This design comes from an exercise in tuning for small area, a short achievable clock period and few clock cycles per item on the open sky130 flow, not from production work. In this exercise RTL edits were held to simulation tests only and were not proved equivalent to the original. Power and IR drop assume default switching activity.

<file path="config.mk">
export PLATFORM = sky130hd
export DESIGN_NAME = ysyx_23060203_MDU
export DESIGN_NICKNAME = ysyx_23060203_MDU
export VERILOG_FILES = /design/flow/design.v
export SDC_FILE = /design/flow/constraint.sdc
export NUM_CORES = 4
export LEC_CHECK = 0
export CAP_MARGIN = 20
export CORE_MARGIN = 2
export CORE_UTILIZATION = 40
export SLEW_MARGIN = 20
</file>
<file path="constraint.sdc">
create_clock -name core_clock -period 7.0 [get_ports {clock}]
set_input_delay 1.4000 -clock core_clock [delete_from_list [all_inputs] [get_ports {clock}]]
set_output_delay 1.4000 -clock core_clock [all_outputs]
set_load 0.01 [all_outputs]
</file>
<file path="design.v">
module ysyx_23060203_MUL_radix_4 (
  input clock, reset,
  input flush,
  output in_ready,
  input in_valid,
  input [1:0] in_sign,
  input [31:0] in_a, in_b,
  input out_ready,
  output out_valid,
  output [63:0] out_prod
);
  reg [5:0] state, state_next;
  wire st_idle = state == 0;
  wire st_hold = state == 6'd34;
  reg [33:0] a, a_next;
  reg [33:0] b, b_next;
  wire [67:0] s = {a, 34'b0};
  wire [67:0] ds = {s[66:0], 1'b0};
  wire [67:0] ms = {~a + 1, 34'b0};
  wire [67:0] mds = {ms[66:0], 1'b0};
  reg [67:0] prod, prod_next;
  reg [67:0] prod_next_add;
  always_comb begin
    case ({b[state+1], b[state], b[state-1]})
      3'b001, 3'b010 : prod_next_add = s;
      3'b011         : prod_next_add = ds;
      3'b100         : prod_next_add = mds;
      3'b101, 3'b110 : prod_next_add = ms;
      default        : prod_next_add = 0;
    endcase
  end
  wire [67:0] prod_next_uns = prod + prod_next_add;
  always @(posedge clock) begin
    if (reset) begin
      state <= 0;
    end else begin
      state <= state_next;
      prod <= prod_next;
      a <= a_next;
      b <= b_next;
    end
  end
  wire [33:0] in_sa = {{2{in_sign[1] & in_a[31]}}, in_a};
  wire [67:0] in_s = {in_sa, 34'b0};
  wire [67:0] in_ms = {~in_sa + 1, 34'b0};
  always_comb begin
    state_next = state;
    prod_next = prod;
    a_next = a;
    b_next = b;
    if (in_ready & in_valid) begin
      state_next = 6'd2;
      case (in_b[1:0])
        2'b01: prod_next = {{2{in_s[67]}}, in_s[67:2]};
        2'b10: prod_next = {in_ms[67], in_ms[67:1]};
        2'b11: prod_next = {{2{in_ms[67]}}, in_ms[67:2]};
        default: prod_next = 0;
      endcase
      a_next = in_sa;
      b_next = {{2{in_sign[0] & in_b[31]}}, in_b};
    end
    if (st_idle) begin
      if (in_valid) ;
    end else if (st_hold) begin
      if (flush | out_ready) begin
        if (in_valid) begin
          ;  
        end else begin
          state_next = 0;
        end
      end
    end else begin
      if (flush) begin
        if (in_valid) begin
          ;  
        end else begin
          state_next = 0;
        end
      end else begin
        state_next = state + 6'd2;
        prod_next = {{2{prod_next_uns[67]}}, prod_next_uns[67:2]};
      end
    end
  end
  assign in_ready = st_idle | flush | (out_ready & st_hold);
  assign out_valid = st_hold & ~flush;
  assign out_prod = prod[63:0];
endmodule
module ysyx_23060203_DIV (
  input clock, reset,
  input flush,
  output in_ready,
  input in_valid,
  input in_sign,
  input [31:0] in_a, in_b,
  input out_ready,
  output out_valid,
  output [31:0] out_quot,
  output [31:0] out_rem
);
  parameter ST_HOLD = 6'b111111;
  parameter ST_IDLE = 6'd32;
  reg [5:0] state, state_next;
  wire st_hold = state == ST_HOLD;
  wire st_idle = state == ST_IDLE;
  reg [63:0] a, a_next;
  reg [31:0] b, b_next;
  reg qs, qs_next;
  reg rs, rs_next;
  reg [31:0] q, q_next;
  wire [32:0] rem = a[63:31] - {1'b0, b};
  always @(posedge clock) begin
    if (reset) begin
      state <= ST_IDLE;
    end else begin
      state <= state_next;
      a <= a_next;
      b <= b_next;
      qs <= qs_next;
      rs <= rs_next;
      q <= q_next;
    end
  end
  wire in_as = in_a[31] & in_sign;
  wire in_bs = in_b[31] & in_sign;
  always_comb begin
    state_next = state;
    a_next = a;
    b_next = b;
    qs_next = qs;
    rs_next = rs;
    q_next = q;
    if (in_ready & in_valid) begin
      state_next = 6'd31;
      a_next = {32'b0, ({32{in_as}} ^ in_a) + {31'b0, in_as}};
      b_next = ({32{in_bs}} ^ in_b) + {31'b0, in_bs};
      qs_next = (in_a[31] ^ in_b[31]) & in_sign & (|in_b);
      rs_next = in_a[31] & in_sign;
    end
    if (st_idle) begin
      if (in_valid) ;
    end else if (st_hold) begin
      if (flush | out_ready) begin
        if (in_valid) begin
          ;
        end else begin
          state_next = ST_IDLE;
        end
      end
    end else begin
      if (flush) begin
        if (in_valid) begin
          ;
        end else begin
          state_next = ST_IDLE;
        end
      end else begin
        state_next = state - 1;
        a_next = rem[32] ? {a[62:0], 1'b0} : {rem[31:0], a[30:0], 1'b0};
        q_next = {q[30:0], ~rem[32]};
      end
    end
  end
  assign in_ready = st_idle | flush | (out_ready & st_hold);
  assign out_valid = st_hold & ~flush;
  assign out_quot = ({32{qs}} ^ q) + {31'b0, qs};
  assign out_rem  = ({32{rs}} ^ a[63:32]) + {31'b0, rs};
endmodule
module ysyx_23060203_MDU (
  input clock, reset,
  input flush,
  output in_ready,
  input in_valid,
  input [2:0] in_op,  
  input [31:0] in_a, in_b,
  input out_ready,
  output out_valid,
  output [31:0] out_data
);
  wire in_div = in_op[2];
  wire fire = in_valid & in_ready;
  reg [2:0] op;
  always @(posedge clock) begin
    if (fire) op <= in_op;
  end
  wire [1:0] mul_sign = {^in_op[1:0], ~in_op[1] & in_op[0]};
  wire mul_in_ready, mul_out_valid;
  wire [63:0] mul_prod;
  wire [31:0] mul_val = (|op[1:0]) ? mul_prod[63:32] : mul_prod[31:0];
  ysyx_23060203_MUL_radix_4 MUL (
    .clock(clock), .reset(reset), .flush(flush),
    .in_ready(mul_in_ready), .in_valid(fire & ~in_div),
    .in_sign(mul_sign), .in_a(in_a), .in_b(in_b),
    .out_ready(out_ready), .out_valid(mul_out_valid),
    .out_prod(mul_prod)
  );
  wire div_sign = ~in_op[0];
  wire div_in_ready, div_out_valid;
  wire [31:0] div_quot, div_rem;
  wire [31:0] div_val = op[1] ? div_rem : div_quot;
  ysyx_23060203_DIV DIV (
    .clock(clock), .reset(reset), .flush(flush),
    .in_ready(div_in_ready), .in_valid(fire & in_div),
    .in_sign(div_sign), .in_a(in_a), .in_b(in_b),
    .out_ready(out_ready), .out_valid(div_out_valid),
    .out_quot(div_quot), .out_rem(div_rem)
  );
  assign in_ready = mul_in_ready & div_in_ready;
  assign out_valid = mul_out_valid | div_out_valid;
  assign out_data = op[2] ? div_val : mul_val;
endmodule
</file>
<file path="run.sh">
#!/bin/bash
# synth_recipe.tcl (not shown) runs the flow's synth.tcl, then flattens the netlist and writes it again
# the make line also repeats each setting of config.mk as NAME=value (left out here)
make -C /OpenROAD-flow-scripts/flow DESIGN_CONFIG=/design/flow/config.mk WORK_HOME=/design/flow/orfs CLKGATE_MAP_FILE= SYNTH_SCRIPT=/design/flow/synth_recipe.tcl finish
</file>
==> impl_metrics.json <==
{
  "synth-xor-area-share_pct": 10.3,
  "grt_start_max_net_pins": 81,
  "swShare_pct": 39.8,
  "drtIter0Drc": 2093,
  "drive_gt1_share_pct": 5.99,
  "synthFlopType": "edfxtp_1",
  "synthDistinctLibCells": 99,
  "final_util_pct": 45.0,
  "antenna_found_initial": 2,
  "status": "complete, no violations",
  "synth_edf_count": 267,
  "placed_area_um2": 25900,
  "drv_cap": 0,
  "yosysTopAreaCell": "edfxtp_1",
  "critical_path.max_fanout": 24,
  "die_x_um": 251,
  "grt_pass1_wl_um": 119000,
  "grt_pass1_vias": 20020,
  "finalSetupViolations": 0,
  "overflow": 0,
  "worstSkewPairLatency_ns": 0.56,
  "portBuffers": 105,
  "final_cells": 3636,
  "combPwrFrac_pct": 43.1,
  "tns_ns": 0,
  "die_h_um": 251,
  "drcViolationCount": 0,
  "h-tree-depth": 2,
  "cts_buffers": 35,
  "grt_usage_pct": 23.7,
  "postRouteAntennaNets": 0,
  "worst-setup-path-type": "reg -> out",
  "initial_core_util_pct": 40.4,
  "cts.sinks": 279,
  "nets": 2987,
  "slew_headroom_pct": 7.49,
  "totalWireLength_um": 76300,
  "arrival_ns": 5.10,
  "cts-root-buf": "clkbuf_16",
  "fmax_mhz": 154,
  "synth_top_area_share_pct": 33.0,
  "cts.clk_slew.worst_paths_ns": 0.06,
  "dieArea_um2": 62800,
  "area_growth_pct": 11.5,
  "gp_congestion": 0.954,
  "dp.cells": 3574,
  "routedWlPerCell_um": 21.0,
  "synth_area_per_cell_um2": 8.54,
  "coreArea_um2": 60200,
  "skew_ns": 0.0234,
  "route.vias.total": 22028,
  "rsz0062_at_grt": "false",
  "synth-compound-area-share_pct": 21.7,
  "pre_cts_ws_ns": 0.375,
  "ys_seq_elements": 279,
  "min_path_type": "reg -> reg",
  "num_io_pins": 106,
  "synth_mux_area_share_pct": 4.50,
  "min_period_over_period_pct": 92.8,
  "leakage_nw": 9.71,
  "hpwl_um": 56600,
  "critPathLaunchType": "register",
  "synth_nets": 3005,
  "vdd_drop_max_mv": 0.224,
  "yosysWarnings": 3,
  "synthCells": 2847,
  "cp.required_ns": 5.60,
  "fp-row-count": 90,
  "p_switching_mw": 3.17,
  "finalWorstSetupSlack_ns": 0.503,
  "end_kind": "primary output",
  "synthArstFlopShare_pct": 0,
  "cts_buffer_depth": 3,
  "period_needed_ns": 6.50,
  "p_int_mw": 4.81,
  "total_power_mw": 7.98,
  "seqPwrFrac_pct": 32.8,
  "worst_pin_slew_ns": 1.37,
  "yosys-top-cells-count": "nand2_1 (292), edfxtp_1 (267), nor2_1 (225)",
  "pwr_density_cell_nw_per_um2": 294,
  "synth.most_common_cell": "nand2_1",
  "via_per_inst": 6.06,
  "final_hold_viol_count": 0,
  "synth_area_um2": 24300,
  "synth_area_leaders": "edfxtp_1 (33%), xnor2_1 (6.9%), nand2_1 (4.5%)",
  "synthAdderAreaFrac_pct": 4.49,
  "clkPwrFrac_pct": 24.1,
  "finalInstanceArea_um2": 27100,
  "post_cts_buffers": 0,
  "synth_top_family_by_area": "compound AO/OA/AOI/OAI gates",
  "synthSimpleGateAreaFrac_pct": 20.1,
  "cts_tree": "built",
  "seq_area_frac_synth_pct": 34.0,
  "fin_hold_ws_ns": 0.467,
  "firstDrtPassIters": 6,
  "finalMaxSlewViolations": 0
}
-- cell type report --
cell class                      count  area (µm²)
Timing Repair Buffer              143        1330
Sequential cell                   279        8260
Inverter                          112         423
Multi-Input combinational cell   2258       14900
Fill cell                        5713       33100
Tap cell                          782         978
Antenna cell                        1        2.50
Clock inverter                     19         241
Clock buffer                       42         945
-- layer usage --
layer	up-vias	global-route usage, %	part of all wire [%]
met4	0	5.90	2.0
met3	89	2.82	7.0
met5	-	0	0
met1	10581	36.3	48
met2	824	35.3	43
li1	10534	-	-
-- final timing paths --
kind | start | end | slack, ns | cells after the start
max | DIV.qs$_DFFE_PP_ | out_data[29] | 0.50 | 11
min | DIV.q[0]$_DFFE_PP_ | DIV.q[1]$_DFFE_PP_ | 0.47 | 0
max reg2reg | MUL.state[1]$_SDFF_PP0_ | MUL.prod[65]$_DFFE_PN_ | 0.54 | 24
min reg2reg | DIV.q[0]$_DFFE_PP_ | DIV.q[1]$_DFFE_PP_ | 0.47 | 0
-- power groups by stage --
stage	clock (mW)	sequential, mW	combinational [mW]
after floorplan	0	2.44	2.55
after CTS	1.96	2.61	3.39
after detailed placement	0	2.64	3.38
final	1.92	2.62	3.44
after global placement	0	2.63	3.31
after global routing	2.01	2.67	3.79
-- cells in the final DEF (no fill, tap or decap), drive strengths merged, types with 37 or more instances in the layout --
| master | synthesis | routed |
|---|---|---|
| clkbuf | 150 | 42 |
| nor2 | 228 | 228 |
| nand2b | 43 | 43 |
| edfxtp | 267 | 267 |
| nand3 | 96 | 96 |
| clkdlybuf4s50 | 0 | 103 |
| o211ai | 63 | 63 |
| nand4 | 37 | 37 |
| ha | 84 | 84 |
| o21ai | 227 | 227 |
| a21o | 42 | 42 |
| mux2i | 52 | 52 |
| buf | 48 | 40 |
| xor2 | 94 | 94 |
| nand2 | 293 | 293 |
| inv | 111 | 112 |
| a21oi | 192 | 192 |
| xnor2 | 193 | 193 |
| nor3 | 80 | 80 |
-- logic make-up (layout without fill, tap and decap cells) --
family                     Yosys count  in the layout
DFF                                279            279
muxes                               79             79
xor gates and xnor gates           287            287
buffers and inverters              310            316
other                                0              1
adders and majority gates           86             86
and+or+nand+nor                    985            985
AOI/OAI and AO/OA                  821            821
-- critical path: stages (launching register included) --
cell	delay, ns
edfxtp_1	0.93
or3b_2	0.52
a21oi_1	0.36
o2111a_1	0.36
and3_1	0.31
and3b_1	0.40
nand2_1	0.14
o21ai_0	0.20
a21oi_1	0.10
xnor2_1	0.13
a221oi_1	0.44
clkdlybuf4s50_1	0.63
-- repair_timing --
| item | CTS | global route |
|---|---|---|
| hold buffers | 0 | 0 |
| setup endpoints to repair | 0 | 4 |
| resized for setup | 0 | 5 |
-- flip-flops by register name, indices dropped and copies added (netlist names) --
name,flops
MUL.state,6
MUL.a,33
MUL.prod,68
DIV.qs,1
op,3
MUL.b,33
DIV.state,6
DIV.a,64
DIV.q,32
DIV.rs,1
DIV.b,32
Testbench counts, summed over its fixed seeds: cycles 80,184, ops 3,200.

-- static timing again, ports no longer ideal --
The flow's constraints put no driver on any port. The routed layout listed below was extracted and timed again, unchanged, in two steps. Step 1, drivers: a clkbuf_16 drives clock and a buf_2 each remaining input, both assumed. Step 2 adds t to the input delays and takes it off the output delays; t is the mean of the earliest and latest rising clock arrival at the registers after step 1. Input paths then give back, and output paths get back, about the clock's delay inside the block. Three values: ideal ports, drivers, drivers and shift; two values: the first two.
t (ns): 0.609
slack for setup (ns): 0.503 / 0.441 / 0.537
clock arrival spread, ns: 0.024 / 0.024
pins driven straight from the clock port: 1
After both steps setup and hold are still met in this run. The setup slack of this run moves by -0.062 ns with the drivers and by +0.034 ns with both steps.
